From an optimization exercise on the open Yosys and OpenROAD flow, aimed at small area, a short achievable clock period and few clock cycles per item; shortcuts taken in it are not production practice. Function was checked by simulation only, so behaviour that the tests miss may differ from the original. Power figures rest on the tool's default switching activity, not on a simulated workload.

## job 102
Design projectCPU2020, start of the top module:
module projectCPU2020(
  clk,
  rst,
  wrEn,
  data_fromRAM,
  addr_toRAM,
  data_toRAM,
  PC,
  W
);
clock: 6.0 ns
lec_check: 0
cap_margin: 20
core_margin: 2
core_utilization: 40
setup_slack_margin: 2.8
slew_margin: 20
standard.sh (not shown) runs the stock make flow with config.mk's settings and CLKGATE_MAP_FILE= SYNTH_SCRIPT=/design/flow/synth_recipe.tcl, a recipe that flattens the netlist after the stock synthesis.
==> flow/flow/run.sh <==
#!/bin/bash
# The standard layout, except:
#  - synthesis is ORFS's own synthesis script, run with a different ABC
#    script (flow/remap.abc: area recovery under a delay target) in place of
#    abc_speed.script; everything else in synthesis, and the registers, stay
#    as the standard synthesis makes them;
#  - the ports get plain buffers (buf_1) instead of delay cells.
set -euo pipefail
here=$(pwd)
rm -rf "$here/scripts_custom"
cp -r "$FLOW_HOME/scripts" "$here/scripts_custom"
cp "$here/flow/remap.abc" "$here/scripts_custom/abc_speed.script"
SCRIPTS_DIR="$here/scripts_custom" bash standard.sh synth > make_synth.log 2>&1
export BUFFER_PORTS_ARGS="-buffer_cell sky130_fd_sc_hd__buf_1"
bash standard.sh > make_layout.log 2>&1
==> flow/flow/remap.abc <==
strash
balance -l; resub -K 6 -l; rewrite -l; resub -K 6 -N 2 -l; refactor -l; resub -K 8 -l; balance -l; resub -K 8 -N 2 -l; rewrite -l; resub -K 10 -l; rewrite -z -l; resub -K 10 -N 2 -l; balance -l; resub -K 12 -l; refactor -z -l; resub -K 12 -N 2 -l; rewrite -z -l; balance -l
dch
map -D 1000
topo
stime -c
buffer -c
upsize -c
dnsize -c
Job 102 reached the final stage; the timing, DRC and antenna checks on its layout passed.
Testbench counts of job 102, summed over its fixed seeds: cycles 56,242, instructions 26,571.
What job 6755 does differently from job 102 at the input level:
# job 102
export LEC_CHECK = 0
export CAP_MARGIN = 20
export CORE_MARGIN = 2
export CORE_UTILIZATION = 40
export SETUP_SLACK_MARGIN = 2.8
export SLEW_MARGIN = 20
create_clock -name core_clock -period 6.0 [get_ports {clk}]
# job 6755
export LEC_CHECK = 0
export CAP_MARGIN = 20
export CORE_MARGIN = 2
export CORE_UTILIZATION = 75
export SETUP_SLACK_MARGIN = 2.2
export SLEW_MARGIN = 20
create_clock -name core_clock -period 6.0 [get_ports {clk}]
==> flow/flow/run.sh <==
#!/bin/bash
# The standard layout, with two changes:
#  - synthesis runs ORFS's own synth.tcl, patched (patch_synth.py) so that
#    ABC first maps the logic cone of the memory outputs (addr_toRAM, wrEn)
#    on its own, then the rest; optionally without full-adder extraction.
#    The registers, their cells and names are those of the standard synthesis.
#  - the ports get plain buffers (buf_1) instead of delay cells.
set -euo pipefail
here=$(pwd)
rm -rf "$here/scripts_custom"
cp -r "$FLOW_HOME/scripts" "$here/scripts_custom"
python3 "$here/flow/patch_synth.py" "$here/scripts_custom/synth.tcl"
cp "$FLOW_HOME/scripts/abc_speed.script" "$here/scripts_custom/abc_fast.script"
if [[ -f "$here/flow/main.abc" ]]; then cp "$here/flow/main.abc" "$here/scripts_custom/abc_speed.script"; fi
if [[ -f "$here/flow/no_extract_fa" ]]; then export NO_EXTRACT_FA=1; fi
SCRIPTS_DIR="$here/scripts_custom" bash standard.sh synth > make_synth.log 2>&1
unset NO_EXTRACT_FA
export REMOVE_ABC_BUFFERS=1
export BUFFER_PORTS_ARGS="-buffer_cell sky130_fd_sc_hd__buf_1"
bash standard.sh > make_layout.log 2>&1
==> flow/flow/no_extract_fa (new file) <==
present: synthesis skips full-adder extraction
==> flow/flow/patch_synth.py (new file) <==
import sys
p = sys.argv[1]
s = open(p).read()
old = "  log_cmd abc {*}$abc_args\n"
new = '''  # the cone of the memory address and write enable: map it on its own first
  select -set oc o:wrEn o:addr_toRAM %ci*:-sky130_fd_sc_hd__dfxtp_1
  log_cmd abc {*}[lreplace $abc_args 1 1 $::env(SCRIPTS_DIR)/abc_fast.script] @oc
  select -clear
  log_cmd abc {*}$abc_args
'''
assert s.count(old) == 1
s = s.replace(old, new)
old = "  extract_fa {*}[dont_use_extract_fa_args]\n"
assert s.count(old) == 1
s = s.replace(old, "  if {![info exists ::env(NO_EXTRACT_FA)]} { extract_fa {*}[dont_use_extract_fa_args] }\n")
open(p, 'w').write(s)
removed: flow/flow/remap.abc
Results
- Worst-skew pair later-pin latency of job 6755 is on par with job 102.
- Job 6755 gives less routability-driven placement congestion ratio than job 102 did.
- Job 6755 ends up with a final worst-path setup slack that is 60 ps lower than in job 102.
What job 490 does differently from job 6755 at the input level:
# job 6755
export LEC_CHECK = 0
export CAP_MARGIN = 20
export CORE_MARGIN = 2
export CORE_UTILIZATION = 75
export SETUP_SLACK_MARGIN = 2.2
export SLEW_MARGIN = 20
create_clock -name core_clock -period 6.0 [get_ports {clk}]
# job 490
export LEC_CHECK = 0
export CAP_MARGIN = 20
export CORE_MARGIN = 2
export CORE_UTILIZATION = 60
export SETUP_SLACK_MARGIN = 2.2
export SLEW_MARGIN = 20
create_clock -name core_clock -period 6.0 [get_ports {clk}]
==> flow/flow/main.abc (new file) <==
strash
balance -l; resub -K 6 -l; rewrite -l; resub -K 6 -N 2 -l; refactor -l; resub -K 8 -l; balance -l; resub -K 8 -N 2 -l; rewrite -l; resub -K 10 -l; rewrite -z -l; resub -K 10 -N 2 -l; balance -l; resub -K 12 -l; refactor -z -l; resub -K 12 -N 2 -l; rewrite -z -l; balance -l
dch
map -a
topo
==> notes.md <==
- On overall fraction of global-route tracks in use: job 490 sits below job 6755.
- Per the comparison of job 490 with job 6755, part of the cycle the worst path needs up 6.2 points; number of clock buffer instances in the layout down 1.
- Area: job 490 vs job 6755 -> job 490 smaller
- Looking at final critical-path required period across job 6755 and job 490, the one that comes out lower is job 6755.
- | critical path depth | job 490 vs job 6755 | 25 higher |
- The setup slack of job 490 is smaller than that of job 6755.
- Comparing job 6755 against job 490, there is no change at all in total of buffers placed on input and output ports.
- Global-route track usage on met2: job 6755 and job 490 compared, higher one is job 6755
- Job 490: total power lower than job 6755
Changes in job 6990 relative to job 490:
# job 490
export LEC_CHECK = 0
export CAP_MARGIN = 20
export CORE_MARGIN = 2
export CORE_UTILIZATION = 60
export SETUP_SLACK_MARGIN = 2.2
export SLEW_MARGIN = 20
create_clock -name core_clock -period 6.0 [get_ports {clk}]
# job 6990
export LEC_CHECK = 0
export CAP_MARGIN = 20
export CORE_MARGIN = 2
export CORE_UTILIZATION = 40
export SETUP_SLACK_MARGIN = 2.2
export SLEW_MARGIN = 20
create_clock -name core_clock -period 6.0 [get_ports {clk}]
-- flow/flow/run.sh --
<<< job 490, line 17
unset NO_EXTRACT_FA
export REMOVE_ABC_BUFFERS=1
export BUFFER_PORTS_ARGS="-buffer_cell sky130_fd_sc_hd__buf_1"
>>> job 6990, line 17
unset NO_EXTRACT_FA
export BUFFER_PORTS_ARGS="-buffer_cell sky130_fd_sc_hd__buf_1"
removed: flow/flow/main.abc
removed: flow/flow/no_extract_fa
## What came out
- Job 6990 improves on job 490 in minimum clock period.
- Job 6990 vs job 490, routed wire length went up by 3.5 mm.
- Taking job 490 as the reference point, the growth of design area from synthesis to finish of job 6990 falls by 14 points.
- Comparing job 490 and job 6990, share of total power in combinational logic is lower on job 6990.
- Sequential cell area share in job 6990 is 2.6 points below job 490.
- Buffers inserted during post-CTS setup optimization down 23 in job 6990 wrt job 490
- The run showing the smaller multi-input gate share of the layout cell area is job 490.
- Compared with job 490, job 6990 has extra setup slack.
- The register-to-register slack of job 6990 exceeds that of job 490 by 60 ps.
- Cell with the biggest individual delay on the critical path = sky130_fd_sc_hd__a21oi_2: job 490; cell with the biggest individual delay on the critical path = sky130_fd_sc_hd__nor4_2: job 6990
diff inputs: job 6990 => job 9620
# job 6990
export LEC_CHECK = 0
export CAP_MARGIN = 20
export CORE_MARGIN = 2
export CORE_UTILIZATION = 40
export SETUP_SLACK_MARGIN = 2.2
export SLEW_MARGIN = 20
create_clock -name core_clock -period 6.0 [get_ports {clk}]
# job 9620
export LEC_CHECK = 0
export CAP_MARGIN = 20
export CORE_MARGIN = 2
export CORE_UTILIZATION = 60
export SETUP_SLACK_MARGIN = 2.2
export SLEW_MARGIN = 20
create_clock -name core_clock -period 6.0 [get_ports {clk}]
==> flow/flow/no_extract_fa (new file) <==
present: synthesis skips full-adder extraction
==> comparison <==
In job 9620 relative to job 6990, total power consumption of the routed design had gone down by more than 10%. Diff job 6990..job 9620 | number of DRC violations after detailed routing | unchanged. Relative to job 6990, the average size of a mapped cell measured on job 9620 has decreased by a few percent. The proportion of power drawn by combinational gates reported for job 9620 is smaller than that of job 6990 by 2.6 points. Area after detailed placement of job 9620 falls short of that of job 6990 by more than 10%. The fraction of the cycle the final worst path needs reported for job 9620 is smaller than that of job 6990 by 1.5 points. Against job 6990, placeable core area in job 9620 came out better. The internal power component of job 9620 was superior to that of job 6990.
For job 2356, these inputs were changed with respect to job 9620:
==> flow/flow/run.sh <==
#!/bin/bash
# The standard layout, with these changes:
#  - synthesis runs ORFS's own synth.tcl, patched (patch_synth.py) so that
#    ABC first maps the logic cone of the memory outputs (addr_toRAM, wrEn)
#    on its own with the standard speed script, then maps the rest with
#    flow/main.abc (area recovery under a delay target) in place of
#    abc_speed.script, and without full-adder extraction. The registers,
#    their cells and names are those of the standard synthesis.
#  - the buffers ABC inserted are removed at floorplan (REMOVE_ABC_BUFFERS),
#    leaving buffering to the resizer.
#  - the ports get plain buffers (buf_1) instead of delay cells.
# Each tool's output goes to make_synth.log and make_layout.log here (and
# ORFS's own per-step logs under orfs/logs).
set -euo pipefail
here=$(pwd)
rm -rf "$here/scripts_custom"
cp -r "$FLOW_HOME/scripts" "$here/scripts_custom"
python3 "$here/flow/patch_synth.py" "$here/scripts_custom/synth.tcl"
cp "$FLOW_HOME/scripts/abc_speed.script" "$here/scripts_custom/abc_fast.script"
if [[ -f "$here/flow/main.abc" ]]; then cp "$here/flow/main.abc" "$here/scripts_custom/abc_speed.script"; fi
if [[ -f "$here/flow/no_extract_fa" ]]; then export NO_EXTRACT_FA=1; fi
SCRIPTS_DIR="$here/scripts_custom" bash standard.sh synth > make_synth.log 2>&1
unset NO_EXTRACT_FA
export REMOVE_ABC_BUFFERS=1
export BUFFER_PORTS_ARGS="-buffer_cell sky130_fd_sc_hd__buf_1"
bash standard.sh > make_layout.log 2>&1
==> flow/flow/main.abc (new file) <==
strash
balance -l; resub -K 6 -l; rewrite -l; resub -K 6 -N 2 -l; refactor -l; resub -K 8 -l; balance -l; resub -K 8 -N 2 -l; rewrite -l; resub -K 10 -l; rewrite -z -l; resub -K 10 -N 2 -l; balance -l; resub -K 12 -l; refactor -z -l; resub -K 12 -N 2 -l; rewrite -z -l; balance -l
dch
map -D 1000
topo
stime -p
Findings:
- Compared with job 9620, job 2356 improves net switching component of the power.
- Job 2356 went all the way through synthesis, placement and routing and the layout is clean on timing, DRC and antenna.
- Area share of and/or/nand/nor cells after synthesis in job 2356 is 9.6 points above job 9620.
- | least setup slack across all paths after layout | higher: job 9620 |
- | hold slack | job 2356 vs job 9620 | 98 ps lower |
- According to the power report, total power for job 2356 is higher than for job 9620.
- The via count reported for job 2356 is higher than the one for job 9620.
- Job 2356 improves on job 9620 in wire length.

## afterwards: timing with drivers on the ports
The flow's constraints put no driver on any port. The routed layouts listed below were extracted and timed again, unchanged, in two steps. Step 1 (the two cells are an assumption about what drives the block):
set clk [get_ports {clk}]
set_driving_cell -lib_cell sky130_fd_sc_hd__clkbuf_16 $clk
set_driving_cell -lib_cell sky130_fd_sc_hd__buf_2 [delete_from_list [all_inputs] $clk]
Step 2 adds t to the input delays and takes it off the output delays; t is the mean of the earliest and latest rising clock arrival at the registers after step 1. Input paths then give back, and output paths get back, about the clock's delay inside the block. a / b / c = no drivers / after step 1 / after step 2; a / b = the first two.
| run | t, ns | setup WS [ns] | worst data-port slew with drivers (ns) |
|---|---|---|---|
| job 102 | 0.330 | 2.335 / 2.296 / 2.091 | 0.14 |
| job 6755 | 0.325 | 2.275 / 2.252 / 1.996 | 0.04 |
| job 490 | 0.327 | 1.904 / 1.890 / 1.563 | 0.06 |
| job 6990 | 0.325 | 2.203 / 2.179 / 1.934 | 0.04 |
| job 9620 | 0.328 | 2.295 / 2.272 / 2.003 | 0.04 |
| job 2356 | 0.330 | 2.235 / 2.210 / 1.966 | 0.03 |
After both steps every run listed still meets setup and hold. For job 490, which loses most, drivers alone change the setup slack by -0.014 ns; drivers and shift together by -0.341 ns.
